Context: an optimization exercise on an open-source flow, tuned for small area. The choices shown serve that exercise and are no tape-out recipe.
The RTL was checked by simulation tests, not by an equivalence proof against the original design.
Power figures rest on the tool's default switching activity, not on a simulated workload.

===== flow/design.v =====
module axi_s_to_fifos #(
    parameter integer FIFO_DEPTH = 32,
    parameter integer C_DATA_WIDTH = 32
)(
    input  logic                     clk,
    input  logic                     nrst,
    input  logic [31:0]  awaddr,
    input  logic [3:0]               awprot,
    input  logic                     awvalid,
    output logic                     awready,
    input  logic [C_DATA_WIDTH-1:0]  wdata,
    input  logic [C_DATA_WIDTH/8-1:0] wstrb,
    input  logic                     wvalid,
    output logic                     wready,
    output logic [1:0]               bresp,
    output logic                     bvalid,
    input  logic                     bready,
    input  logic [31:0]  araddr,
    input  logic [3:0]               arprot,
    input  logic                     arvalid,
    output logic                     arready,
    output logic [C_DATA_WIDTH-1:0]  rdata,
    output logic [1:0]               rresp,
    output logic                     rvalid,
    input  logic                     rready,
    input logic [C_DATA_WIDTH-1:0]  fifo_wdata,
    output logic                    fifo_full,
    output logic                    fifo_almost_full,
    input logic                     fifo_wena,
    output logic [C_DATA_WIDTH-1:0] fifo_rdata,
    output logic                    fifo_empty,
    output logic                    fifo_almost_empty,
    input logic                     fifo_rena
);
    localparam int IW = $clog2(FIFO_DEPTH);
    localparam int DW = C_DATA_WIDTH;
    logic [FIFO_DEPTH-1:0][DW-1:0] mem_r;
    logic [FIFO_DEPTH-1:0][DW-1:0] mem_w;
    logic [DW-1:0] wdata_reg;
    localparam logic [FIFO_DEPTH-1:0] WPOS = 32'b0100_1001_0010_0100_1001_0010_0100_1001;
    logic [IW:0]   cnt_r;
    logic [IW:0]   cnt_w;
    logic full_r, afull_r, empty_r, aempty_r;
    logic full_w, afull_w, empty_w, aempty_w;
    assign full_r   = cnt_r == FIFO_DEPTH;
    assign afull_r  = cnt_r == FIFO_DEPTH - 1;
    assign empty_r  = cnt_r == 0;
    assign aempty_r = cnt_r == 1;
    assign full_w   = cnt_w == FIFO_DEPTH;
    assign afull_w  = cnt_w == FIFO_DEPTH - 1;
    assign empty_w  = cnt_w == 0;
    assign aempty_w = cnt_w == 1;
    assign fifo_full         = full_r;
    assign fifo_almost_full  = afull_r;
    assign fifo_empty        = empty_w;
    assign fifo_almost_empty = aempty_w;
    assign bresp = 2'b00;
    assign rresp = 2'b00;
    logic rd_wait;           
    logic sel_st, sel_rd;    
    logic rd_pop;            
    logic [3:0] st;          
    wire ar_hs = arvalid && arready;
    wire r_hs  = rvalid && rready;
    wire pop_r = rd_pop && r_hs;
    wire push_r = fifo_wena && !full_r;
    always_ff @(posedge clk or negedge nrst) begin
        if (!nrst) begin
            arready <= 1'b0;
            rvalid  <= 1'b0;
            rd_wait <= 1'b0;
            rd_pop  <= 1'b0;
        end else begin
            if (rd_wait) begin
                rd_wait <= 1'b0;
                rvalid  <= 1'b1;
                rd_pop  <= sel_rd && !empty_r;
            end else if (rvalid) begin
                if (rready) rvalid <= 1'b0;
            end else if (ar_hs) begin
                arready <= 1'b0;
                rd_wait <= 1'b1;
            end else begin
                arready <= 1'b1;
            end
        end
    end
    always_ff @(posedge clk) begin
        if (ar_hs) begin
            sel_st <= araddr[31:2] == 30'd0;
            sel_rd <= araddr[31:2] == 30'd2;
        end
        if (rd_wait)
            st <= sel_st ? {full_w, afull_w, empty_r, aempty_r} : 4'b0;
    end
    logic in_resp;           
    logic pend;              
    wire aw_hs = awvalid && awready;
    wire w_hs  = wvalid && wready;
    wire aw_is_wr = awaddr[31:2] == 30'd1;
    wire push_w = in_resp && pend && !full_w;
    wire pop_w  = fifo_rena && !empty_w;
    always_ff @(posedge clk or negedge nrst) begin
        if (!nrst) begin
            awready <= 1'b0;
            wready  <= 1'b0;
            bvalid  <= 1'b0;
            in_resp <= 1'b0;
            pend    <= 1'b0;
        end else begin
            if (in_resp) begin
                if (push_w) pend <= 1'b0;
                bvalid <= 1'b1;
                if (bready && bvalid) begin
                    bvalid  <= 1'b0;
                    in_resp <= 1'b0;
                    pend    <= 1'b0;
                end
            end else if (!awready && !wready) begin
                awready <= 1'b1;
                wready  <= 1'b1;
            end else begin
                if (aw_hs) begin
                    awready <= 1'b0;
                    pend    <= aw_is_wr;
                end
                if (w_hs)
                    wready <= 1'b0;
                if ((aw_hs || !awready) && (w_hs || !wready))
                    in_resp <= 1'b1;
            end
        end
    end
    always_ff @(posedge clk) begin
        if (w_hs) wdata_reg <= wdata;
    end
    logic [IW-1:0] ph_w;      
    logic          unpl_w;    
    logic [IW:0]   placed_w;  
    logic [IW-1:0] pf_w;      
    logic          want_w;    
    logic          byp_w;     
    logic [FIFO_DEPTH-1:0] wr_w;  
    assign placed_w = cnt_w - unpl_w;
    assign pf_w     = ph_w + placed_w[IW-1:0];
    assign want_w   = unpl_w | push_w;
    assign byp_w    = unpl_w & (cnt_w == 1);
    always_comb begin
        for (int p = 0; p < FIFO_DEPTH; p++)
            wr_w[p] = WPOS[p] && want_w && (pf_w == IW'(p - 1));
    end
    always_ff @(posedge clk or negedge nrst) begin
        if (!nrst) begin
            cnt_r  <= '0;
            cnt_w  <= '0;
            ph_w   <= '0;
            unpl_w <= 1'b0;
        end else begin
            cnt_r  <= cnt_r + {{IW{pop_r & ~push_r}}, pop_r ^ push_r};
            cnt_w  <= cnt_w + {{IW{pop_w & ~push_w}}, pop_w ^ push_w};
            ph_w   <= ph_w + 1'b1 + pop_w;
            unpl_w <= want_w & ~|wr_w & ~(pop_w & byp_w);
        end
    end
    logic [DW-1:0] rd_r, rd_w;
    logic [FIFO_DEPTH-1:0] sel_r, sel_w;
    logic [7:0] sel_r_lo, sel_w_lo;
    logic [4:0] sel_r_hi, sel_w_hi;
    always_comb begin
        for (int j = 0; j < 8; j++) begin
            sel_r_lo[j] = rd_pop && (cnt_r[2:0] == j[2:0]);
            sel_w_lo[j] = !byp_w && (ph_w[2:0] == j[2:0]);
        end
        for (int i = 0; i < 5; i++) begin
            sel_r_hi[i] = (cnt_r[IW:3] == i[2:0]);
            sel_w_hi[i] = ({1'b0, ph_w[IW-1:3]} == i[2:0]);
        end
    end
    genvar gd;
    generate
        for (gd = 0; gd < FIFO_DEPTH; gd++) begin : g_dec
            axi_s_to_fifos_and2 u_sel_r (.a(sel_r_lo[(gd + 1) % 8]), .b(sel_r_hi[(gd + 1) / 8]), .y(sel_r[gd]));
            axi_s_to_fifos_and2 u_sel_w (.a(sel_w_lo[gd % 8]), .b(sel_w_hi[gd / 8]), .y(sel_w[gd]));
        end
    endgenerate
    axi_s_to_fifos_ohmux #(.N(FIFO_DEPTH), .W(DW)) u_mux_r (.sel(sel_r), .d(mem_r), .y(rd_r));
    axi_s_to_fifos_ohmux33 #(.W(DW)) u_mux_w (.sel(sel_w), .d(mem_w), .sel_x(byp_w), .x(wdata_reg), .y(rd_w));
    always_ff @(posedge clk) begin
        if (push_r) mem_r <= {mem_r[FIFO_DEPTH-2:0], fifo_wdata};
        for (int p = 0; p < FIFO_DEPTH; p++)
            mem_w[p] <= wr_w[p] ? wdata_reg : mem_w[(p + FIFO_DEPTH - 1) % FIFO_DEPTH];
    end
    assign rdata      = rd_r | {{(DW-4){1'b0}}, st};
    assign fifo_rdata = rd_w;
endmodule
module axi_s_to_fifos_ohmux #(
    parameter integer N = 32,
    parameter integer W = 32
)(
    input  logic [N-1:0]   sel,
    input  logic [N*W-1:0] d,
    output logic [W-1:0]   y
);
    genvar b, k;
    generate
        for (b = 0; b < W; b++) begin : g_bit
            logic [N-1:0] col;
            for (k = 0; k < N; k++) begin : g_col
                assign col[k] = d[k*W + b];
            end
            axi_s_to_fifos_ohmux32 u_bit (.sel(sel), .d(col), .y(y[b]));
        end
    endgenerate
endmodule
module axi_s_to_fifos_ohmux32 (
    input  logic [31:0] sel,
    input  logic [31:0] d,
    output logic        y
);
    logic [9:0] g;
    genvar k;
    generate
        for (k = 0; k < 10; k++) begin : g_aoi
            axi_s_to_fifos_aoi222 u_aoi (
                .a0(sel[3*k]),   .b0(d[3*k]),
                .a1(sel[3*k+1]), .b1(d[3*k+1]),
                .a2(sel[3*k+2]), .b2(d[3*k+2]),
                .y(g[k]));
        end
    endgenerate
    logic [1:0] h;
    axi_s_to_fifos_nand2 u_n30 (.a(sel[30]), .b(d[30]), .y(h[0]));
    axi_s_to_fifos_nand2 u_n31 (.a(sel[31]), .b(d[31]), .y(h[1]));
    assign y = ~&{g[9:0], h};
endmodule
module axi_s_to_fifos_ohmux33 #(
    parameter integer W = 32
)(
    input  logic [31:0]   sel,
    input  logic [32*W-1:0] d,
    input  logic          sel_x,
    input  logic [W-1:0]  x,
    output logic [W-1:0]  y
);
    genvar b, k;
    generate
        for (b = 0; b < W; b++) begin : g_bit
            logic [31:0] col;
            for (k = 0; k < 32; k++) begin : g_col
                assign col[k] = d[k*W + b];
            end
            axi_s_to_fifos_ohmux33b u_bit (.sel(sel), .d(col), .sel_x(sel_x), .x(x[b]), .y(y[b]));
        end
    endgenerate
endmodule
module axi_s_to_fifos_ohmux33b (
    input  logic [31:0] sel,
    input  logic [31:0] d,
    input  logic        sel_x,
    input  logic        x,
    output logic        y
);
    logic [10:0] g;
    genvar k;
    generate
        for (k = 0; k < 10; k++) begin : g_aoi
            axi_s_to_fifos_aoi222 u_aoi (
                .a0(sel[3*k]),   .b0(d[3*k]),
                .a1(sel[3*k+1]), .b1(d[3*k+1]),
                .a2(sel[3*k+2]), .b2(d[3*k+2]),
                .y(g[k]));
        end
    endgenerate
    axi_s_to_fifos_aoi222 u_aoi_last (
        .a0(sel[30]), .b0(d[30]),
        .a1(sel[31]), .b1(d[31]),
        .a2(sel_x),   .b2(x),
        .y(g[10]));
    assign y = ~&g;
endmodule
module axi_s_to_fifos_aoi222 (
    input  logic a0, b0, a1, b1, a2, b2,
    output logic y
);
    assign y = ~((a0 & b0) | (a1 & b1) | (a2 & b2));
endmodule
module axi_s_to_fifos_nand2 (
    input  logic a, b,
    output logic y
);
    assign y = ~(a & b);
endmodule
module axi_s_to_fifos_and2 (
    input  logic a, b,
    output logic y
);
    assign y = a & b;
endmodule

===== flow/flow/run.sh =====
#!/bin/bash
# Standard ORFS layout (the standard.sh, synthesis unchanged) with:
#  - single-stage buf_1 port buffers instead of the default delay buffers
#  - clkbuf_8 leaf clusters of at most 15 sinks, and no dummy loads in CTS
set -euo pipefail
export BUFFER_PORTS_ARGS="-buffer_cell sky130_fd_sc_hd__buf_1"
export CTS_ARGS="-sink_clustering_enable -repair_clock_nets -dont_use_dummy_load -buf_list sky130_fd_sc_hd__clkbuf_8 -sink_clustering_size 15 -sink_clustering_max_diameter 40"
bash standard.sh > standard_run.log 2>&1

===== flow/standard.sh =====
#!/bin/bash
# synth_recipe.tcl (not shown) runs the flow's synth.tcl, then flattens the netlist and writes it again
# the make line also repeats each setting of config.mk as NAME=value (left out here)
make -C /OpenROAD-flow-scripts/flow DESIGN_CONFIG=/design/flow/config.mk WORK_HOME=/design/flow/orfs CLKGATE_MAP_FILE= SYNTH_SCRIPT=/design/flow/synth_recipe.tcl "${@:-finish}"

===== flow/config.mk =====
export PLATFORM = sky130hd
export DESIGN_NAME = axi_s_to_fifos
export DESIGN_NICKNAME = axi_s_to_fifos
export VERILOG_FILES = /design/flow/design.v
export SDC_FILE = /design/flow/constraint.sdc
export NUM_CORES = 4
export LEC_CHECK = 0
export CAP_MARGIN = 20
export CORE_MARGIN = 2
export CORE_UTILIZATION = 80
export SLEW_MARGIN = 20
export SYNTH_HIERARCHICAL = 1
export SYNTH_MINIMUM_KEEP_SIZE = 0

===== flow/constraint.sdc =====
create_clock -name core_clock -period 8.0 [get_ports {clk}]
set_input_delay 1.6000 -clock core_clock [delete_from_list [all_inputs] [get_ports {clk}]]
set_output_delay 1.6000 -clock core_clock [all_outputs]
set_load 0.01 [all_outputs]

==> results of run 1 <==
==> layout make-up <==
class	count	area (sq um)	share of cell area (%)
Multi-Input combinational cell	1631	14600	20.0
Antenna cell	4	10.0	0.0137
Clock buffer	180	2480	3.39
Inverter	38	146	0.200
Timing Repair Buffer	263	1310	1.80
Tap cell	1134	1420	1.94
Sequential cell	2113	53100	72.7
==> Yosys stat by module (local to each module, per instance), a selection <==
module | flip-flops and latches | copies in the design
axi_s_to_fifos_aoi222 | 0 | 672
axi_s_to_fifos_nand2 | 0 | 64
axi_s_to_fifos_and2 | 0 | 64
axi_s_to_fifos | 2113 | 1
axi_s_to_fifos_ohmux32 | 0 | 32
axi_s_to_fifos_ohmux33b | 0 | 32
==> synthesized netlist by cell type (3+ instances only) <==
master | instances | share of area, %
a21o_1 | 8 | 0.088
a21oi_1 | 12 | 0.088
a222oi_1 | 672 | 9.9
a31oi_1 | 3 | 0.028
and2_1 | 71 | 0.65
and3_1 | 5 | 0.046
buf_2 | 33 | 0.24
buf_4 | 4 | 0.044
clkbuf_1 | 36 | 0.20
dfrtp_1 | 27 | 0.99
dfxtp_1 | 1024 | 30
edfxtp_1 | 1062 | 47
fa_1 | 3 | 0.088
ha_1 | 22 | 0.40
inv_1 | 38 | 0.21
mux2_1 | 3 | 0.050
mux2_2 | 350 | 5.8
nand2_1 | 84 | 0.46
nand2b_1 | 5 | 0.046
nand3_1 | 42 | 0.31
nand4_1 | 164 | 1.5
nor2_1 | 30 | 0.17
nor2b_1 | 5 | 0.046
nor3_1 | 16 | 0.12
nor3b_1 | 3 | 0.033
nor4_1 | 17 | 0.16
o21ai_0 | 3 | 0.022
o21bai_1 | 3 | 0.033
or2_2 | 5 | 0.046
or3_1 | 64 | 0.59
xnor2_1 | 12 | 0.15
xor2_1 | 4 | 0.052
==> placed cells by master, fill, tap and decap left out, types with 10 or more instances in the layout <==
| cell type | instances |
|---|---|
| nand3_1 | 39 |
| nor3_1 | 15 |
| nor4_1 | 17 |
| dfxtp_1 | 1024 |
| xnor2_1 | 12 |
| and2_2 | 49 |
| dfrtp_1 | 27 |
| or3_1 | 64 |
| buf_1 | 205 |
| a21oi_1 | 12 |
| clkbuf_8 | 180 |
| buf_4 | 48 |
| nand4_1 | 164 |
| inv_1 | 37 |
| mux2_2 | 350 |
| and2_4 | 10 |
| nand2_1 | 82 |
| edfxtp_1 | 1062 |
| ha_1 | 22 |
| a222oi_1 | 672 |
| nor2_1 | 28 |
| and2_1 | 12 |
==> logic make-up (layout without fill, tap and decap cells) <==
| family | after synthesis | after routing | synth area share (%) |
|---|---|---|---|
| adders and majority gates | 25 | 25 | 0.493 |
| DFF | 2113 | 2113 | 78.1 |
| AOI/OAI and AO/OA | 708 | 708 | 10.2 |
| and+or+nand+nor | 521 | 521 | 4.34 |
| xor gates and xnor gates | 18 | 18 | 0.263 |
| buffers and inverters | 112 | 481 | 0.712 |
| other | 1 | 8 | 0.00552 |
| muxes | 355 | 355 | 5.88 |
==> power groups by stage <==
stage / registers, mW / clock network (mW) / logic [mW]
after floorplan: 12.9 / 0 / 1.39
final: 12.7 / 5.20 / 2.40
after global routing: 12.7 / 5.56 / 2.48
after CTS: 12.6 / 5.19 / 2.28
after global placement: 12.8 / 0 / 2.15
after detailed placement: 12.9 / 0 / 2.28
==> worst max path at each step <==
stage,start,endpoint,slack [ns],cells past startpoint
after floorplan,fifo_wena,mem_r[0],-9.49,2
after global placement,cnt_w[3],fifo_rdata[13],2.18,11
after detailed placement,cnt_w[3],fifo_rdata[13],2.12,11
after CTS,cnt_w[2],fifo_rdata[6],1.13,11
after global routing,cnt_w[2],fifo_rdata[20],1.02,11
final,cnt_w[2],fifo_rdata[6],0.95,11
==> worst register-to-register path, delay by kind of cell, from the launching register on <==
| kind | cells | cell delay [ns] |
|---|---|---|
| AO/OA/AOI/OAI | 2 | 0.40 |
| XOR/XNOR | 1 | 0.45 |
| adder cells (fa/ha/maj) | 3 | 0.97 |
| buffers and inverters | 3 | 0.79 |
| flip-flops | 1 | 0.43 |
| multiplexers | 1 | 0.46 |
| AND/OR/NAND/NOR | 2 | 0.45 |
==> per-stage QoR <==
step | worst slack [ns] | area [sq um] | power, mW | std cells
after floorplan | -9.49 | 68000 | 14.3 | 3856
after global placement | 2.18 | 70400 | 14.9 | 5175
after detailed placement | 2.12 | 70400 | 15.1 | 5175
after CTS | 1.13 | 72900 | 20.1 | 5355
after global routing | 1.02 | 73000 | 20.8 | 5361
final | 0.953 | 73000 | 20.3 | 5363
==> routing by layer <==
metal | share of wire (%) | wire, um | vias up
li1 | - | - | 17004
met1 | 33 | 59600 | 20373
met2 | 47 | 85400 | 4135
met3 | 14 | 26000 | 873
met4 | 6.5 | 12000 | 0
met5 | 0 | 0 | -
==> impl_metrics.toml, run 1 <==
[clock_tree]
ctsResizeCount = 0
clk_path_buf_depth = 3
clock_insertion_delay_worst_skew_ns = 0.92
sinks_on_clock_net = 2113
cts_setup_buffers = 0
cts.htree.levels = 4
cts_hold_repair.buffers = 0
tritoncts = "yes"
cts_root_buf = "clkbuf_8"
number_of_cts_inserted_buffers = 180
path_clk_slew_ns = 0.09

[route]
post-route-drc-count = 0
initialDrtViolationCount = 9439
vias = 42385
final_antenna_net_count = 0
drtPass1Iterations = 13
detail_route.wirelength_um = 183000
detail_route.wl_per_cell_um = 34.1
via_density = 7.90

[power]
power_frac_seq_pct = 62.5
comb_power_share_pct = 11.8
total_switching_power_mw = 5.49
powerDensity_nw_per_um2 = 278
power.share.clock_pct = 25.7
power.leakage_nw = 26.1
internal-power_mw = 14.8
power_switching_share_pct = 27.1
ir_drop_v = 0.000257

[run]
count_of_maximum_capacitance_violations = 0

[sta]
timing.hold.ws_ns = 0.322
finalSetupTns_ns = 0
final_critical_path_time_including_i_o_delays_and_setup_ns = 7.05
worst_clock_skew_ns = 0.0855
maxSlewHeadroom_pct = 12.4
setup_viol = 0
fmaxAchievable_mhz = 142
rsz_0062_raised_after_global_routing = "false"
final_min_period_over_clock_period_pct = 88.1
hold_violations = 0
max_slew.worst_pin.slew_ns = 1.31
drv_slew = 0

[min_path]
min-delay-start = "mem_w[960]"
worstHoldPathCells = 0
worstHoldEndpoint = "mem_w[992]"
path_category_of_the_worst_min_delay_check = "reg -> reg"

[cells_and_area]
layout_cell_share_with_drive_strength_beyond_1_pct = 15.8
nFillCells = 3589
post-route-util_pct = 87.0
layout-area-overhead-vs-synth_pct = 7.41
layout.nets = 4401

[worst_setup_path]
worst-r2r-cell-count = 12
path_cells = "or4_4 -> nor2_1 -> and2_2 -> buf_4 -> nor4_1 -> and2_1 -> buf_4 -> a222oi_1 -> nand3_1 -> or3_1 -> buf_1"
criticalPathCategory = "reg -> out"
reg2reg_from = "ph_w[0]"
critical_path.slowest_cell = "buf_4"
r2r-end = "mem_w[865]"
cp_common_cell = "buf_4"
worst_setup_path_start_kind = "flip-flop"
critPathArrivalTime_ns = 5.45
regToRegSetupSlack_ns = 3.97
critPathCaptureType = "output pin"
timing.critical_path.required_ns = 6.40
path_max_fanout = 27
number_of_buffers_and_inverters_on_the_critical_path = 3
cpPeakStageDelay_ns = 0.61
path_delay_family = "simple AND/OR/NAND/NOR gates"

[global_routing]
grt_use_met3_pct = 10.8
grt_use_total_pct = 41.3
grt_max_degree = 215
gr-max-usage-layer = "met2"
grt_use_met2_pct = 65.2
grtUsageMet1_pct = 51.9
grt_antenna_before_repair = 3
grt_pass1_wl_um = 263000
grt_pass1_vias = 42451
global_route.overflow_total = 0

[floorplanning]
coreArea_sq_um = 84000
starting_density_of_the_core_pct = 81.0
num_rows = 106
die_area_sq_um = 87300
ios = 226
die_w_um = 296
die_outline_height_um = 296

[synth]
post_synth.cell_area_avg_sq_um = 17.6
ys_async_sr_fraction_pct = 1.28
synth-edff-count = 1062
synth-main-ff-cell = "edfxtp_1"
synth_area_sq_um = 68000
syn-instance-count = 3853
yosys.cell_types.count = 52
synth_seq_area_share_pct = 78.1
yosysWarningCount = 7
yosys_register_bits = 2113

[run_status]
outcome = "no timing/DRC/antenna violations"

[placement]
dpl.hpwl_um = 95800
portBuffers = 205
place_congestion = 0.927
==> run 2: changes to the inputs <==
--- a/flow/design.v
+++ b/flow/design.v
@@ -39,3 +39,3 @@
     logic [DW-1:0] wdata_reg;
-    localparam logic [FIFO_DEPTH-1:0] WPOS = 32'b0100_1001_0010_0100_1001_0010_0100_1001;
+    localparam logic [FIFO_DEPTH-1:0] WPOS = 32'h1111_1111;
     logic [IW:0]   cnt_r;
@@ -141,2 +141,4 @@
     logic          want_w;    
+    logic          early_w;   
+    logic          pre_w;     
     logic          byp_w;     
@@ -145,3 +147,4 @@
     assign pf_w     = ph_w + placed_w[IW-1:0];
-    assign want_w   = unpl_w | push_w;
+    assign early_w  = in_resp & pend & full_w & pop_w & ~(bready & bvalid);
+    assign want_w   = unpl_w | push_w | early_w;
     assign byp_w    = unpl_w & (cnt_w == 1);
@@ -157,2 +160,3 @@
             unpl_w <= 1'b0;
+            pre_w  <= 1'b0;
         end else begin
@@ -161,3 +165,4 @@
             ph_w   <= ph_w + 1'b1 + pop_w;
-            unpl_w <= want_w & ~|wr_w & ~(pop_w & byp_w);
+            unpl_w <= (unpl_w | push_w) & ~|wr_w & ~(pop_w & byp_w) & ~pre_w;
+            pre_w  <= early_w & |wr_w;
         end
==> flow/flow/run.sh (replaced) <==
#!/bin/bash
# Standard ORFS layout (the standard.sh, synthesis unchanged) with:
#  - single-stage buf_1 port buffers instead of the default delay buffers
#  - clkbuf_8 leaf clusters of at most 18 sinks, and no dummy loads in CTS
set -euo pipefail
export BUFFER_PORTS_ARGS="-buffer_cell sky130_fd_sc_hd__buf_1"
export CTS_ARGS="-sink_clustering_enable -repair_clock_nets -dont_use_dummy_load -buf_list sky130_fd_sc_hd__clkbuf_8 -sink_clustering_size 18 -sink_clustering_max_diameter 40"
bash standard.sh > standard_run.log 2>&1
==> run 2 against run 1 <==
Net effect:
- critical path depth unchanged
- maximum frequency increased by 5.5%
- core utilization shrank 0.78 points
- clock power fell by 3%
- sequential power up 13%
- cell count decreased by 3.4%
- synthesized cell count fell by 4.2%
- die area decreased by 1.6%
- worst setup slack better by 0.37 ns
- non-clock buffer count is 2 higher
- via count fell by 3.7%
- critical path type unchanged
- critical endpoint is now fifo_rdata[30]
==> impl_metrics.toml, run 2 <==
[power]
total_switching_power_mw = 5.99
power.share.clock_pct = 22.8
power.leakage_nw = 25.4
power_switching_share_pct = 27.2
power_frac_seq_pct = 65.6
internal-power_mw = 16.0
powerDensity_nw_per_um2 = 307
ir_drop_v = 0.000264
comb_power_share_pct = 11.6

[clock_tree]
clock_insertion_delay_worst_skew_ns = 0.87
ctsResizeCount = 0
cts.htree.levels = 4
tritoncts = "yes"
cts_setup_buffers = 0
clk_path_buf_depth = 3
number_of_cts_inserted_buffers = 170
path_clk_slew_ns = 0.10
cts_root_buf = "clkbuf_8"
sinks_on_clock_net = 2114
cts_hold_repair.buffers = 0

[min_path]
path_category_of_the_worst_min_delay_check = "reg -> reg"

[cells_and_area]
layout.nets = 4267
final_cell_mix = "edfxtp_1 (1062), dfxtp_1 (1024), a222oi_1 (672), buf_1 (204), mux2_2 (197)"
layout-area-overhead-vs-synth_pct = 7.31
mostFrequentLayoutCell = "edfxtp_1"
layout_cell_share_with_drive_strength_beyond_1_pct = 13.7
finish.instance_area_sq_um = 71800

[run]
count_of_maximum_capacitance_violations = 0

[sta]
worst_clock_skew_ns = 0.0601
fmaxAchievable_mhz = 150
max_slew.worst_pin.slew_ns = 1.28
setup_viol = 0
timing.hold.ws_ns = 0.299
maxSlewHeadroom_pct = 14.7
hold_violations = 0
final_min_period_over_clock_period_pct = 83.5
rsz_0062_raised_after_global_routing = "false"
final_critical_path_time_including_i_o_delays_and_setup_ns = 6.68
drv_slew = 0

[floorplanning]
die_w_um = 293
die_outline_height_um = 293
num_rows = 106
die_area_sq_um = 86000
starting_density_of_the_core_pct = 80.3
ios = 226
coreArea_sq_um = 83300

[global_routing]
grt_pass1_wl_um = 256000
global_route.overflow_total = 0
grt_pass1_vias = 41091
grt_use_total_pct = 40.7
grt_max_degree = 232
grt_antenna_before_repair = 5

[route]
via_density = 7.88
detail_route.wl_per_cell_um = 34.3
post-route-drc-count = 0
drtPass1Iterations = 19
detail_route.wirelength_um = 178000
initialDrtViolationCount = 8334
vias = 40824
final_antenna_net_count = 0

[synth]
post_synth.cell_area_avg_sq_um = 18.1
yosys_register_bits = 2114
synth-edff-count = 1062
synth.top_cell.area_share_pct = 47.7
ys_async_sr_fraction_pct = 1.32
ys_top_cells_by_area = "edfxtp_1 (48%), dfxtp_1 (31%), a222oi_1 (10%)"
yosysWarningCount = 7
synth_area_sq_um = 66900
yosys.cell_types.count = 51
post_synth_most_frequent_cells = "edfxtp_1 (1062), dfxtp_1 (1024), a222oi_1 (672)"
post-synth-top-count-cell = "edfxtp_1"
netlist.top_cell.by_area = "edfxtp_1"
syn-instance-count = 3692
synth_seq_area_share_pct = 79.4
synth-main-ff-cell = "edfxtp_1"

[worst_setup_path]
critPathArrivalTime_ns = 5.08
critPathCaptureType = "output pin"
path_max_fanout = 17
timing.critical_path.required_ns = 6.40
criticalPathCategory = "reg -> out"
worst_setup_path_start_kind = "flip-flop"

[run_status]
outcome = "no timing/DRC/antenna violations"

[placement]
dpl.hpwl_um = 94800
place_congestion = 0.876
portBuffers = 205
place_area_sq_um = 69400
-- run 2: metal layers --
metal	vias up	global-route usage (%)	wire length, um
li1	16516	-	-
met1	19852	51.7	58200
met2	3668	64.6	83500
met3	786	9.93	24600
met4	2	23.9	11700
met5	-	0	16
-- run 2: worst paths after layout --
path                                  end       start  depth (start not counted)  slack [ns]
setup / recovery           fifo_rdata[30]    cnt_w[2]                         11        1.32
hold / removal                 mem_w[574]  mem_w[542]                          0        0.30
setup reg to reg               mem_w[387]     ph_w[0]                          9        3.53
hold reg to reg                mem_w[574]  mem_w[542]                          0        0.30
max in group asynchronous         ph_w[1]        nrst                          1        6.68
min in group asynchronous         ph_w[4]        nrst                          1        0.80
-- run 2: area by class of cell --
cell class,instances,area (sq um)
flip-flops and latches,2114,53100
multi-input cells,1514,13600
fillers,3639,11500
clock buffers,170,2340
well taps,1080,1350
repair buffers,265,1300
inverters,31,120
diodes,5,12.5
-- run 2: per-module statistics from Yosys, one instance, submodules excluded, a selection --
module | cell area (sq um) | times used
axi_s_to_fifos | 58000 | 1
axi_s_to_fifos_ohmux32 | 25.0 | 32
axi_s_to_fifos_ohmux33b | 23.8 | 32
axi_s_to_fifos_aoi222 | 10.0 | 672
axi_s_to_fifos_and2 | 6.26 | 64
axi_s_to_fifos_nand2 | 3.75 | 64
-- run 2: per-stage QoR --
| step | utilization, % | worst slack (ns) | setup TNS (ns) | cells | power [mW] |
|---|---|---|---|---|---|
| final | 86.2 | 1.32 | 0 | 5179 | 22.0 |
| after floorplan | - | -9.49 | -9717.05 | 3695 | 15.9 |
| after CTS | 86.1 | 1.40 | 0 | 5172 | 21.9 |
| after detailed placement | 83.3 | 2.37 | 0 | 5002 | 17.0 |
| after global routing | 86.2 | 1.23 | 0 | 5177 | 22.6 |
| after global placement | 83.3 | 2.43 | 0 | 5002 | 16.8 |
-- run 2: power by group through the flow --
stage	Clock [mW]	Combinational, mW	Sequential [mW]
floorplan	0	1.46	14.4
global placement	0	2.35	14.4
detailed placement	0	2.46	14.6
CTS	5.02	2.48	14.4
global route	5.36	2.65	14.6
finish	5.02	2.56	14.4
-- run 2: critical path, stage by stage, from the launching register on --
cell and delay [ns]:
dfrtp_1 0.50, or4_2 0.69, nor3b_1 0.30, nand2_1 0.18, nand2_1 0.16, nor3_1 0.10
and2_1 0.62, buf_4 0.47, a222oi_1 0.41, nand4_1 0.16, or3_1 0.46, buf_1 0.16
-- run 2: logic make-up (layout without fill, tap and decap cells) --
family,count (synthesis),after routing,share of synthesized area (%)
buffers and inverters,67,466,0.572
AND/OR/NAND/NOR,502,502,4.28
other,1,9,0.00561
AO/OA/AOI/OAI,705,705,10.4
adder cells (fa/ha/maj),22,22,0.434
flip-flops,2114,2114,79.4
multiplexers,259,259,4.69
XOR/XNOR,22,22,0.288
==> run 3: changes to the inputs <==
--- a/flow/design.v
+++ b/flow/design.v
@@ -192,6 +192,22 @@
     axi_s_to_fifos_ohmux33 #(.W(DW)) u_mux_w (.sel(sel_w), .d(mem_w), .sel_x(byp_w), .x(wdata_reg), .y(rd_w));
+    logic [FIFO_DEPTH-1:0][DW-1:0] mem_w_nx;
+    genvar gp;
+    generate
+        for (gp = 0; gp < FIFO_DEPTH; gp++) begin : g_ring
+            if (WPOS[gp]) begin : g_wpt
+                wire keep = ~wr_w[gp];
+                for (genvar b = 0; b < DW; b++) begin : g_b
+                    axi_s_to_fifos_ao22 u_sel (
+                        .a1(wr_w[gp]), .a2(wdata_reg[b]),
+                        .b1(keep),     .b2(mem_w[(gp + FIFO_DEPTH - 1) % FIFO_DEPTH][b]),
+                        .y(mem_w_nx[gp][b]));
+                end
+            end else begin : g_pass
+                assign mem_w_nx[gp] = mem_w[(gp + FIFO_DEPTH - 1) % FIFO_DEPTH];
+            end
+        end
+    endgenerate
     always_ff @(posedge clk) begin
         if (push_r) mem_r <= {mem_r[FIFO_DEPTH-2:0], fifo_wdata};
-        for (int p = 0; p < FIFO_DEPTH; p++)
-            mem_w[p] <= wr_w[p] ? wdata_reg : mem_w[(p + FIFO_DEPTH - 1) % FIFO_DEPTH];
+        mem_w <= mem_w_nx;
     end
@@ -291,2 +307,8 @@
 endmodule
+module axi_s_to_fifos_ao22 (
+    input  logic a1, a2, b1, b2,
+    output logic y
+);
+    assign y = (a1 & a2) | (b1 & b2);
+endmodule
 module axi_s_to_fifos_nand2 (
==> run 3 against run 2 <==
Net effect:
- critical path type unchanged
- via count rose by 5.0%
- cell count rose by 0.17%
- power increased by 13%
- sequential share of layout area increased by 0.79 points
- die area down 1.4%
- wire length increased by 6.1%
==> impl_metrics.toml, run 3 <==
[sta]
final_min_period_over_clock_period_pct = 85.4
drv_slew = 0
hold_violations = 0
final_critical_path_time_including_i_o_delays_and_setup_ns = 6.83
setup_viol = 0
finalSetupTns_ns = 0
worst_clock_skew_ns = 0.105
rsz_0062_raised_after_global_routing = "false"
max_slew.worst_pin.slew_ns = 1.31
timing.hold.ws_ns = 0.294
maxSlewHeadroom_pct = 12.6
post_route_worst_setup_slack_ns = 1.17
fmaxAchievable_mhz = 146

[worst_setup_path]
critical_path.slowest_cell = "buf_4"
cp_common_cell = "buf_4"
cp.depth = 11
worst_setup_path_start_kind = "flip-flop"
criticalPathCategory = "reg -> out"
path_max_fanout = 36
reg2reg_from = "ph_w[0]"
critPathArrivalTime_ns = 5.23
setup_crit_end = "fifo_rdata[27]"
path_delay_family = "simple AND/OR/NAND/NOR gates"
path_cells = "nor3_2 -> nand3_1 -> inv_1 -> buf_4 -> nor3_1 -> and2_1 -> buf_4 -> a222oi_1 -> nand4_1 -> or3_1 -> buf_1"
timing.critical_path.required_ns = 6.40
cpPeakStageDelay_ns = 0.63
crit_start = "cnt_w[2]"
number_of_buffers_and_inverters_on_the_critical_path = 4
r2r-end = "mem_w[139]"
critPathCaptureType = "output pin"
regToRegSetupSlack_ns = 4.05
worst-r2r-cell-count = 10

[placement]
dpl.hpwl_um = 101000
dp_slack_ns = 2.27
portBuffers = 205
place_congestion = 0.889

[global_routing]
grt_max_degree = 232
grt_antenna_before_repair = 4
grt_use_total_pct = 43.6
grt_pass1_vias = 43228
grt_pass1_wl_um = 271000
global_route.overflow_total = 0

[clock_tree]
ctsResizeCount = 0
number_of_cts_inserted_buffers = 166
clk_path_buf_depth = 3
cts_root_buf = "clkbuf_8"
path_clk_slew_ns = 0.10
cts_hold_repair.buffers = 0
cts_setup_buffers = 0
tritoncts = "yes"
cts.htree.levels = 4
sinks_on_clock_net = 2114
clock_insertion_delay_worst_skew_ns = 0.88

[cells_and_area]
mostFrequentLayoutCell = "edfxtp_1"
layout-area-overhead-vs-synth_pct = 7.74
nFillCells = 3474
post-route-util_pct = 86.8
layout.nets = 4288
multi_input_area_sq_um = 12800
area.sequential_sq_um = 53100
final_cell_mix = "edfxtp_1 (1062), dfxtp_1 (1024), a222oi_1 (672), a22o_1 (256), buf_1 (204)"
layout_cell_share_with_drive_strength_beyond_1_pct = 7.00

[synth]
post_synth_most_frequent_cells = "edfxtp_1 (1062), dfxtp_1 (1024), a222oi_1 (672)"
yosys_register_bits = 2114
ys_async_sr_fraction_pct = 1.32
netlist.top_cell.by_area = "edfxtp_1"
synth.top_cell.area_share_pct = 48.4
post-synth-top-count-cell = "edfxtp_1"
ys_top_cells_by_area = "edfxtp_1 (48%), dfxtp_1 (31%), a222oi_1 (10%)"
synth-main-ff-cell = "edfxtp_1"
yosys.cell_types.count = 50
yosysWarningCount = 7
synth_seq_area_share_pct = 80.5
synth_area_sq_um = 65900
syn-instance-count = 3680
synth-edff-count = 1062
post_synth.cell_area_avg_sq_um = 17.9

[route]
via_density = 8.27
post-route-drc-count = 0
initialDrtViolationCount = 9457
vias = 42884
final_antenna_net_count = 0
detail_route.wirelength_um = 189000
drtPass1Iterations = 14
detail_route.wl_per_cell_um = 36.4

[floorplanning]
ios = 226
coreArea_sq_um = 81800
num_rows = 105
starting_density_of_the_core_pct = 80.5
die_outline_height_um = 291
die_area_sq_um = 84700
die_w_um = 291

[power]
power_switching_share_pct = 30.2
internal-power_mw = 17.3
comb_power_share_pct = 16.7
powerDensity_nw_per_um2 = 350
ir_drop_v = 0.000317
power.leakage_nw = 24.9
power_total_mw = 24.8
power.share.clock_pct = 20.1
power_frac_seq_pct = 63.2
total_switching_power_mw = 7.51

[run_status]
outcome = "no timing/DRC/antenna violations"

[min_path]
path_category_of_the_worst_min_delay_check = "reg -> reg"
worstHoldPathCells = 0

[run]
count_of_maximum_capacitance_violations = 0
-- run 3: cell types whose count changed after synthesis, sizes merged, moves of 4 or more --
cell / previous run / this run
a22o: 1 / 256
nand3: 42 / 37
nand2: 75 / 79
mux2: 257 / 0
buf: 31 / 8
or3: 65 / 69
-- run 3: logic make-up after synthesis --
group,synth area share [%]
adder cells (fa/ha/maj),0.440
flip-flops,80.5
XOR/XNOR,0.287
AND/OR/NAND/NOR,4.44
other,0.00569
buffers and inverters,0.262
AO/OA/AOI/OAI,14.0
multiplexers,0.0152
-- run 3: worst min-delay path by stage --
stage	startpoint	end	slack [ns]
2_1_floorplan	mem_w[968]	mem_w[1000]	0.33
3_3_place_gp	mem_w[985]	mem_w[1017]	0.33
3_5_place_dp	mem_w[680]	mem_w[712]	0.34
4_1_cts	mem_w[643]	mem_w[675]	0.29
5_1_grt	mem_w[643]	mem_w[675]	0.29
6_report	mem_w[163]	mem_w[195]	0.29
-- run 3: power by group through the flow --
stage / Combinational (mW) / Sequential, mW / Clock (mW)
floorplan: 2.38 / 15.4 / 0
global placement: 3.73 / 15.5 / 0
detailed placement: 3.92 / 15.8 / 0
CTS: 3.96 / 15.6 / 4.96
global route: 4.25 / 15.9 / 5.32
finish: 4.16 / 15.7 / 4.99
-- run 3: area by class of cell --
class | count | share of cell area [%]
Antenna cell | 3 | 0.0106
Clock buffer | 166 | 3.22
Inverter | 29 | 0.159
Multi-Input combinational cell | 1529 | 18.0
Sequential cell | 2114 | 74.7
Tap cell | 1070 | 1.88
Timing Repair Buffer | 277 | 2.01
-- run 3: Yosys stat by module, one instance, submodules excluded, a selection --
module / cells inside / cell area [sq um] / copies in the design
axi_s_to_fifos: 2368 / 54800 / 1
axi_s_to_fifos_and2: 1 / 6.26 / 64
axi_s_to_fifos_ao22: 1 / 8.76 / 256
axi_s_to_fifos_aoi222: 1 / 10.0 / 672
axi_s_to_fifos_nand2: 1 / 3.75 / 64
axi_s_to_fifos_ohmux32: 4 / 25.0 / 32
axi_s_to_fifos_ohmux33b: 4 / 23.8 / 32
-- run 3: routing by layer --
layer	track usage (%)	part of all wire, %	up-vias
li1	-	-	16849
met1	55.4	31	20369
met2	66.7	45	4566
met3	12.4	16	1096
met4	28.8	7.8	4
met5	0	0.018	-
-- run 3: per-stage QoR --
step | area (sq um) | cells
floorplan | 65900 | 3683
global placement | 68600 | 5015
detailed placement | 68700 | 5018
CTS | 71000 | 5184
global route | 71000 | 5186
finish | 71000 | 5188
==> run 4: changes to the inputs <==
--- a/flow/design.v
+++ b/flow/design.v
@@ -209,4 +209,18 @@
     endgenerate
+    logic [FIFO_DEPTH-1:0][DW-1:0] mem_r_nx;
+    logic [FIFO_DEPTH-1:0][DW-1:0] mem_r_in;
+    wire  hold_r = ~push_r;
+    assign mem_r_in = {mem_r[FIFO_DEPTH-2:0], fifo_wdata};
+    generate
+        for (gp = 0; gp < FIFO_DEPTH; gp++) begin : g_shift
+            for (genvar b = 0; b < DW; b++) begin : g_b
+                axi_s_to_fifos_ao22 u_sel (
+                    .a1(push_r), .a2(mem_r_in[gp][b]),
+                    .b1(hold_r), .b2(mem_r[gp][b]),
+                    .y(mem_r_nx[gp][b]));
+            end
+        end
+    endgenerate
     always_ff @(posedge clk) begin
-        if (push_r) mem_r <= {mem_r[FIFO_DEPTH-2:0], fifo_wdata};
+        mem_r <= mem_r_nx;
         mem_w <= mem_w_nx;
==> run 4 against run 3 <==
Net effect:
- worst hold slack got worse by 0.035 ns
- combinational power increased by 17%
- core utilization about the same
- non-clock buffer count decreased by 15
- via count increased by 18%
- largest cell class unchanged
- largest power group unchanged
==> impl_metrics.toml, run 4 <==
[worst_setup_path]
cp.depth = 9
timing.critical_path.required_ns = 6.40
setup_crit_end = "fifo_rdata[1]"
reg2reg_from = "ph_w[0]"
path_cells = "or4_4 -> nor3_4 -> or2b_2 -> nor3_1 -> and2_2 -> a222oi_1 -> nand4_1 -> or3_1 -> buf_1"
number_of_buffers_and_inverters_on_the_critical_path = 1
critPathCaptureType = "output pin"
criticalPathCategory = "reg -> out"
path_delay_family = "simple AND/OR/NAND/NOR gates"
regToRegSetupSlack_ns = 3.48
cpPeakStageDelay_ns = 0.73
crit_start = "cnt_w[2]"
critPathArrivalTime_ns = 5.42
r2r-end = "mem_w[924]"
path_max_fanout = 32
worst_setup_path_start_kind = "flip-flop"
worst-r2r-cell-count = 11
critical_path.slowest_cell = "a222oi_1"

[route]
initialDrtViolationCount = 10354
final_antenna_net_count = 0
drtPass1Iterations = 12
detail_route.wirelength_um = 198000
post-route-drc-count = 0
vias = 50683
detail_route.wl_per_cell_um = 32.0
via_density = 8.19

[synth]
ys_async_sr_fraction_pct = 1.32
ys_top_cells_by_area = "dfxtp_1 (63%), a22o_1 (17%), a222oi_1 (10%)"
synth.top_cell.area_share_pct = 63.4
post_synth_most_frequent_cells = "dfxtp_1 (2048), a22o_1 (1280), a222oi_1 (672)"
synth-edff-count = 38
post_synth.cell_area_avg_sq_um = 13.7
netlist.top_cell.by_area = "dfxtp_1"
synth_area_sq_um = 64600
yosys_register_bits = 2114
synthAdderAreaFrac_pct = 0.449
synth_compound_gate_area_share_pct = 28.2
synth-simple-area-share_pct = 4.50
synth_seq_area_share_pct = 66.3
main_combinational_cell_family_by_area_after_synthesis = "compound AO/OA/AOI/OAI gates"
yosys.cell_types.count = 52
syn-instance-count = 4700
post-synth-top-count-cell = "dfxtp_1"
post_synth_xor_area_fraction_pct = 0.271
yosysWarningCount = 7
synth-main-ff-cell = "dfxtp_1"
proportion_of_synthesized_area_in_mux_cells_pct = 0.0310

[clock_tree]
cts_setup_buffers = 0
tritoncts = "yes"
cts_hold_repair.buffers = 0
number_of_cts_inserted_buffers = 167
clock_insertion_delay_worst_skew_ns = 0.92
sinks_on_clock_net = 2114
clk_path_buf_depth = 3
cts_root_buf = "clkbuf_8"
ctsResizeCount = 0
cts.htree.levels = 4
path_clk_slew_ns = 0.09

[power]
ir_drop_v = 0.000322
powerDensity_nw_per_um2 = 383
power.leakage_nw = 26.6
power_total_mw = 26.7

[sta]
hold_violations = 0
fmaxAchievable_mhz = 143
final_critical_path_time_including_i_o_delays_and_setup_ns = 7.02
rsz_0062_raised_after_global_routing = "false"
finalSetupTns_ns = 0
worst_clock_skew_ns = 0.118
maxSlewHeadroom_pct = 9.50
timing.hold.ws_ns = 0.260
final_min_period_over_clock_period_pct = 87.7
max_slew.worst_pin.slew_ns = 1.36
setup_viol = 0
drv_slew = 0

[cells_and_area]
layout_cell_share_with_drive_strength_beyond_1_pct = 6.29
layout.nets = 5295
mostFrequentLayoutCell = "dfxtp_1"
post-route-util_pct = 86.8
finish.instance_area_sq_um = 69700
layout-area-overhead-vs-synth_pct = 7.86
final_cell_mix = "dfxtp_1 (2048), a22o_1 (1280), a222oi_1 (672), buf_1 (204), clkbuf_8 (167)"
nFillCells = 3880

[run]
count_of_maximum_capacitance_violations = 0

[floorplanning]
ios = 226
die_w_um = 288
die_area_sq_um = 83100
starting_density_of_the_core_pct = 80.5
coreArea_sq_um = 80300
num_rows = 104
die_outline_height_um = 288

[placement]
dpl.hpwl_um = 98400
place_area_sq_um = 67300
place_congestion = 0.844
portBuffers = 205

[global_routing]
global_route.overflow_total = 0
grt_use_total_pct = 45.9
grt_antenna_before_repair = 3
grt_pass1_vias = 48936
grt_max_degree = 260
grt_pass1_wl_um = 291000

[run_status]
outcome = "no timing/DRC/antenna violations"

[min_path]
path_category_of_the_worst_min_delay_check = "reg -> reg"
min-delay-start = "mem_w[646]"
==> run 4: modules after synthesis, one instance, submodules excluded, excerpt <==
| module | cells inside | flip-flops and latches |
|---|---|---|
| axi_s_to_fifos_ohmux32 | 4 | 0 |
| axi_s_to_fifos_and2 | 1 | 0 |
| axi_s_to_fifos_nand2 | 1 | 0 |
| axi_s_to_fifos_aoi222 | 1 | 0 |
| axi_s_to_fifos_ohmux33b | 4 | 0 |
| axi_s_to_fifos_ao22 | 1 | 0 |
| axi_s_to_fifos | 2364 | 2114 |
==> run 4: through the flow <==
stage,std cells,setup WS (ns)
2_1_floorplan,4703,-14.85
3_3_place_gp,6012,2.54
3_5_place_dp,6012,2.42
4_1_cts,6179,1.34
5_1_grt,6183,0.905
6_report,6185,0.985
==> run 4: power breakdown <==
part | switching [mW] | internal [mW]
clock | 3.18 | 1.87
sequential | 2.59 | 14.2
combinational | 2.92 | 1.93
==> run 4: kinds of logic after synthesis <==
family,count (synthesis)
buffers and inverters,38
adder cells (fa/ha/maj),22
flip-flops,2114
AO/OA/AOI/OAI,1992
other,1
XOR/XNOR,20
multiplexers,2
AND/OR/NAND/NOR,511
==> run 4: worst reg2reg max path: stages, from the launching register on <==
cell     delay [ns]
dfrtp_1        0.44
inv_1          0.10
ha_1           0.29
inv_1          0.04
ha_1           0.20
fa_1           0.40
a21o_1         0.18
a21oi_1        0.26
xor2_1         0.78
nand3_2        0.78
buf_4          0.56
a22o_1         0.28
==> run 4: routing by layer <==
| layer | up-vias | global-route usage (%) | share of wire [%] |
|---|---|---|---|
| li1 | 20943 | - | - |
| met1 | 24163 | 57.7 | 34 |
| met2 | 4273 | 69.6 | 44 |
| met3 | 1304 | 11.3 | 14 |
| met4 | 0 | 33.7 | 8.6 |
| met5 | - | 0 | 0 |
==> run 4: layout make-up <==
cell class	instances	area (sq um)	share of cell area [%]
sequential	2114	42800	61.5
inverter	28	113	0.162
tap	1060	1330	1.90
antenna	3	7.51	0.0108
clock buffer	167	2300	3.30
timing repair buffer	262	1300	1.86
multi-input combinational	2551	21800	31.3
==> run 4: worst min-delay path by stage <==
stage,end,depth (start not counted)
floorplan,mem_w[1000],0
global placement,mem_w[1021],0
detailed placement,mem_w[431],0
CTS,mem_w[678],0
global route,mem_w[86],0
finish,mem_w[678],0
==> run 5: changes to the inputs <==
--- a/flow/design.v
+++ b/flow/design.v
@@ -37,2 +37,4 @@
     logic [FIFO_DEPTH-1:0][DW-1:0] mem_r;
+    logic [DW-1:0] hold_r;
+    localparam logic [FIFO_DEPTH-1:0] RPOS = 32'h5555_5555;
     logic [FIFO_DEPTH-1:0][DW-1:0] mem_w;
@@ -145,2 +147,22 @@
     logic [FIFO_DEPTH-1:0] wr_w;  
+    logic [IW-1:0] ph_r;      
+    logic          nh_r;      
+    logic [IW:0]   placed_r;  
+    logic [IW-1:0] pf_r;      
+    logic          at_r;      
+    logic          byp_r;     
+    logic [DW-1:0] src_r;     
+    logic [FIFO_DEPTH-1:0] wr_r;  
+    assign placed_r = cnt_r - nh_r;
+    assign pf_r     = ph_r + placed_r[IW-1:0];
+    assign at_r     = pf_r[0];
+    assign byp_r    = nh_r & (cnt_r == 1);
+    assign src_r    = nh_r ? hold_r : fifo_wdata;
+    always_comb begin
+        for (int p = 0; p < FIFO_DEPTH; p++)
+            wr_r[p] = RPOS[p] && (nh_r | push_r) && (pf_r == IW'(p - 1));
+    end
+    always_ff @(posedge clk) begin
+        if (push_r && (nh_r || !at_r)) hold_r <= fifo_wdata;
+    end
     assign placed_w = cnt_w - unpl_w;
@@ -160,2 +182,4 @@
             unpl_w <= 1'b0;
+            ph_r   <= '0;
+            nh_r   <= 1'b0;
             pre_w  <= 1'b0;
@@ -165,2 +189,4 @@
             ph_w   <= ph_w + 1'b1 + pop_w;
+            ph_r   <= ph_r + 1'b1 + pop_r;
+            nh_r   <= push_r & (nh_r | ~at_r);
             unpl_w <= (unpl_w | push_w) & ~|wr_w & ~(pop_w & byp_w) & ~pre_w;
@@ -175,3 +201,3 @@
         for (int j = 0; j < 8; j++) begin
-            sel_r_lo[j] = rd_pop && (cnt_r[2:0] == j[2:0]);
+            sel_r_lo[j] = rd_pop && !byp_r && (ph_r[2:0] == j[2:0]);
             sel_w_lo[j] = !byp_w && (ph_w[2:0] == j[2:0]);
@@ -179,3 +205,3 @@
         for (int i = 0; i < 5; i++) begin
-            sel_r_hi[i] = (cnt_r[IW:3] == i[2:0]);
+            sel_r_hi[i] = ({1'b0, ph_r[IW-1:3]} == i[2:0]);
             sel_w_hi[i] = ({1'b0, ph_w[IW-1:3]} == i[2:0]);
@@ -186,3 +212,3 @@
         for (gd = 0; gd < FIFO_DEPTH; gd++) begin : g_dec
-            axi_s_to_fifos_and2 u_sel_r (.a(sel_r_lo[(gd + 1) % 8]), .b(sel_r_hi[(gd + 1) / 8]), .y(sel_r[gd]));
+            axi_s_to_fifos_and2 u_sel_r (.a(sel_r_lo[gd % 8]), .b(sel_r_hi[gd / 8]), .y(sel_r[gd]));
             axi_s_to_fifos_and2 u_sel_w (.a(sel_w_lo[gd % 8]), .b(sel_w_hi[gd / 8]), .y(sel_w[gd]));
@@ -190,3 +216,3 @@
     endgenerate
-    axi_s_to_fifos_ohmux #(.N(FIFO_DEPTH), .W(DW)) u_mux_r (.sel(sel_r), .d(mem_r), .y(rd_r));
+    axi_s_to_fifos_ohmux33 #(.W(DW)) u_mux_r (.sel(sel_r), .d(mem_r), .sel_x(rd_pop & byp_r), .x(hold_r), .y(rd_r));
     axi_s_to_fifos_ohmux33 #(.W(DW)) u_mux_w (.sel(sel_w), .d(mem_w), .sel_x(byp_w), .x(wdata_reg), .y(rd_w));
@@ -210,12 +236,14 @@
     logic [FIFO_DEPTH-1:0][DW-1:0] mem_r_nx;
-    logic [FIFO_DEPTH-1:0][DW-1:0] mem_r_in;
-    wire  hold_r = ~push_r;
-    assign mem_r_in = {mem_r[FIFO_DEPTH-2:0], fifo_wdata};
     generate
-        for (gp = 0; gp < FIFO_DEPTH; gp++) begin : g_shift
-            for (genvar b = 0; b < DW; b++) begin : g_b
-                axi_s_to_fifos_ao22 u_sel (
-                    .a1(push_r), .a2(mem_r_in[gp][b]),
-                    .b1(hold_r), .b2(mem_r[gp][b]),
-                    .y(mem_r_nx[gp][b]));
+        for (gp = 0; gp < FIFO_DEPTH; gp++) begin : g_ring_r
+            if (RPOS[gp]) begin : g_wpt
+                wire keep = ~wr_r[gp];
+                for (genvar b = 0; b < DW; b++) begin : g_b
+                    axi_s_to_fifos_ao22 u_sel (
+                        .a1(wr_r[gp]), .a2(src_r[b]),
+                        .b1(keep),     .b2(mem_r[(gp + FIFO_DEPTH - 1) % FIFO_DEPTH][b]),
+                        .y(mem_r_nx[gp][b]));
+                end
+            end else begin : g_pass
+                assign mem_r_nx[gp] = mem_r[(gp + FIFO_DEPTH - 1) % FIFO_DEPTH];
             end
==> run 5 against run 4 <==
Net effect:
- maximum frequency rose by 1.3%
- sequential power rose by 5%
- cell count fell by 5.8%
- largest cell class unchanged
- clock power barely moved
- still clean on timing, DRC and antenna
- sequential share of layout area rose by 3.3 points
- design area fell by 2.7%
- flip-flop and latch count rose by 38
- die area fell by 3.2%
- first-iteration DRC count rose by 7.5%
==> impl_metrics.toml, run 5 <==
[power]
power.share.clock_pct = 16.1
power_switching_share_pct = 36.6
power.leakage_nw = 26.3
ir_drop_v = 0.000611
powerDensity_nw_per_um2 = 464
total_switching_power_mw = 11.5
power_total_mw = 31.5
internal-power_mw = 20.0
power_frac_seq_pct = 56.3
comb_power_share_pct = 27.6

[clock_tree]
cts_setup_buffers = 0
clock_insertion_delay_worst_skew_ns = 0.88
path_clk_slew_ns = 0.10
number_of_cts_inserted_buffers = 167
cts_hold_repair.buffers = 0
cts_root_buf = "clkbuf_8"
ctsResizeCount = 0
clk_path_buf_depth = 3
cts.htree.levels = 4
tritoncts = "yes"
sinks_on_clock_net = 2152

[floorplanning]
starting_density_of_the_core_pct = 80.7
num_rows = 102
die_area_sq_um = 80400
die_w_um = 284
die_outline_height_um = 284
coreArea_sq_um = 77500
ios = 226

[sta]
setup_viol = 0
drv_slew = 0
final_critical_path_time_including_i_o_delays_and_setup_ns = 6.92
timing.hold.ws_ns = 0.277
max_slew.worst_pin.slew_ns = 1.38
finalSetupTns_ns = 0
rsz_0062_raised_after_global_routing = "false"
worst_clock_skew_ns = 0.109
hold_violations = 0
fmaxAchievable_mhz = 144
maxSlewHeadroom_pct = 7.81
final_min_period_over_clock_period_pct = 86.5

[global_routing]
grt_antenna_before_repair = 10
grt_max_degree = 41
grt_use_total_pct = 50.8
grt_pass1_vias = 48973
grt_pass1_wl_um = 305000
global_route.overflow_total = 0

[synth]
synth-main-ff-cell = "dfxtp_1"
proportion_of_synthesized_area_in_mux_cells_pct = 0.624
synth_area_sq_um = 62500
yosys.cell_types.count = 70
synth-simple-area-share_pct = 4.70
yosys_register_bits = 2152
synth_compound_gate_area_share_pct = 22.8
ys_top_cells_by_area = "dfxtp_1 (66%), a222oi_1 (11%), a22o_1 (11%)"
post_synth_most_frequent_cells = "dfxtp_1 (2048), a22o_1 (768), a222oi_1 (704)"
post_synth.cell_area_avg_sq_um = 14.4
synth_seq_area_share_pct = 70.3
post-synth-top-count-cell = "dfxtp_1"
ys_async_sr_fraction_pct = 1.58
post_synth_xor_area_fraction_pct = 0.448
syn-instance-count = 4352
yosysWarningCount = 7
netlist.top_cell.by_area = "dfxtp_1"
synth.top_cell.area_share_pct = 65.6
synthAdderAreaFrac_pct = 0.696
synth-edff-count = 70
main_combinational_cell_family_by_area_after_synthesis = "compound AO/OA/AOI/OAI gates"

[cells_and_area]
final_cell_mix = "dfxtp_1 (2048), a22o_1 (768), a222oi_1 (704), buf_1 (204), clkbuf_8 (167)"
layout.nets = 4960
mostFrequentLayoutCell = "dfxtp_1"
finalNonFillerCells = 5828
layout_cell_share_with_drive_strength_beyond_1_pct = 8.69
layout-area-overhead-vs-synth_pct = 8.46

[run]
count_of_maximum_capacitance_violations = 0

[placement]
place_congestion = 0.895
dpl.hpwl_um = 110000
placed_cells_incl_taps = 5645
portBuffers = 205

[worst_setup_path]
crit_start = "cnt_w[2]"
critical_path.slowest_cell = "and2_2"
regToRegSetupSlack_ns = 3.59
path_max_fanout = 32
worst_setup_path_start_kind = "flip-flop"
criticalPathCategory = "reg -> out"
timing.critical_path.required_ns = 6.40
reg2reg_from = "nh_r"
path_delay_family = "simple AND/OR/NAND/NOR gates"
r2r-end = "mem_r[157]"
cpPeakStageDelay_ns = 0.66
cp.depth = 10
critPathCaptureType = "output pin"
path_cells = "nor3_4 -> nand3_1 -> inv_2 -> buf_4 -> nor4_1 -> and2_2 -> a222oi_1 -> nand4_1 -> or3_1 -> buf_1"
number_of_buffers_and_inverters_on_the_critical_path = 3
critPathArrivalTime_ns = 5.32
worst-r2r-cell-count = 11

[min_path]
worstHoldEndpoint = "mem_w[511]"
path_category_of_the_worst_min_delay_check = "reg -> reg"
worstHoldPathCells = 0
min-delay-start = "mem_w[479]"

[route]
initialDrtViolationCount = 11133
detail_route.wl_per_cell_um = 36.2
drtPass1Iterations = 13
vias = 48649
detail_route.wirelength_um = 211000
post-route-drc-count = 0
final_antenna_net_count = 0
via_density = 8.35

[run_status]
outcome = "no timing/DRC/antenna violations"
==> run 5: changes by cell type after synthesis, sizes merged, moves of 8 or more <==
cell    delta
nor4       +9
a22o     -512
nand4     -27
ha        +10
nand3     +31
mux2      +32
nor2      +19
inv       +21
a21oi      +8
nand2     -47
or2        +8
edfxtp    +32
buf       +12
a222oi    +32
==> run 5: per-module statistics from Yosys, one instance, submodules excluded, excerpt <==
module	times used	cells	flip-flops and latches	area (sq um)
axi_s_to_fifos_aoi222	704	1	0	10.0
axi_s_to_fifos_ao22	768	1	0	8.76
axi_s_to_fifos_and2	64	1	0	6.26
axi_s_to_fifos_ohmux33b	64	4	0	23.8
axi_s_to_fifos	1	2560	2152	46800
==> run 5: cell type report <==
type | instances | area [sq um]
antenna | 12 | 30.0
multi-input combinational | 2134 | 18600
timing repair buffer | 274 | 1430
inverter | 49 | 184
tap | 1040 | 1300
sequential | 2152 | 44000
clock buffer | 167 | 2300
fill | 3640 | 9650
==> run 5: cell families (layout without fill, tap and decap cells) <==
kind of cell,Yosys count,count (layout)
flops,2152,2152
mux,35,35
simple gates,505,505
buf+inv,69,490
xor+xnor,26,26
compound gates,1531,1531
fa+ha+maj,33,33
other cells,1,16
==> run 5: metal layers <==
| metal | global-route usage [%] | up-vias | routed length (um) |
|---|---|---|---|
| met2 | 75.5 | 5110 | 90100 |
| li1 | - | 19093 | - |
| met5 | 0.774 | - | 106 |
| met3 | 17.4 | 1609 | 33900 |
| met4 | 40.5 | 6 | 20200 |
| met1 | 60.3 | 22831 | 66800 |
==> run 5: how the worst max path moves through the flow <==
stage / slack (ns) / end
floorplan: 3.37 / rdata[0]
global placement: 2.42 / fifo_rdata[11]
detailed placement: 2.29 / fifo_rdata[1]
CTS: 1.38 / fifo_rdata[1]
global route: 1.15 / fifo_rdata[1]
finish: 1.08 / fifo_rdata[1]
==> run 5: power groups by stage <==
stage	Clock (mW)	Sequential [mW]	Combinational [mW]
final	5.06	17.7	8.69
after global routing	5.37	18.0	8.80
after CTS	4.99	17.5	8.14
after detailed placement	0	17.7	8.04
after global placement	0	17.4	7.72
after floorplan	0	16.8	4.94
==> run 5: worst reg2reg max path, cell delays in order, from the launching register on <==
cell and delay (ns):
dfrtp_2 0.34, buf_4 0.64, ha_1 0.25, inv_1 0.04, ha_1 0.21, fa_1 0.44, xor2_1 0.21, a211oi_1 0.47
o211ai_1 0.35, nor2_4 0.69, buf_4 0.49, a22o_1 0.24
==> run 5: per-stage QoR <==
stage          worst slack [ns]  util [%]  area, sq um
3_3_place_gp               2.42      84.3        65300
6_report                   1.08      87.5        67800
3_5_place_dp               2.29      84.4        65400
4_1_cts                    1.38      87.4        67700
2_1_floorplan              3.37         -        62500
5_1_grt                    1.15      87.5        67800

[separate check: timing with driven ports]
No port has a modelled driver above. Below, the same layouts with a new extraction and two added sets of constraints. Step 1 (the two cells are an assumption about what drives the block):
set clk [get_ports {clk}]
set_driving_cell -lib_cell sky130_fd_sc_hd__clkbuf_16 $clk
set_driving_cell -lib_cell sky130_fd_sc_hd__buf_2 [delete_from_list [all_inputs] $clk]
Step 2, shift: input delay + t, output delay - t, t = (earliest + latest rising clock arrival at the registers) / 2. This alone moves slack from input paths to output paths. Slacks: ideal ports / drivers / drivers and shift; pairs: ideal ports / drivers.
run | t (ns) | setup slack, ns | hold slack, ns | worst setup path after step 2 | cell pins on the clock port's net
run 1 | 0.951 | 0.953 / 0.882 / 1.833 | 0.322 / 0.322 / 0.322 | register to output | 1
run 2 | 0.909 | 1.320 / 1.251 / 2.161 | 0.299 / 0.299 / 0.299 | register to output | 1
run 3 | 0.899 | 1.171 / 1.100 / 2.000 | 0.294 / 0.294 / 0.294 | register to output | 1
run 4 | 0.921 | 0.985 / 0.915 / 1.836 | 0.260 / 0.260 / 0.260 | register to output | 1
run 5 | 0.898 | 1.077 / 1.002 / 1.900 | 0.277 / 0.277 / 0.277 | register to output | 1
After both steps setup and hold are still met in every run listed.
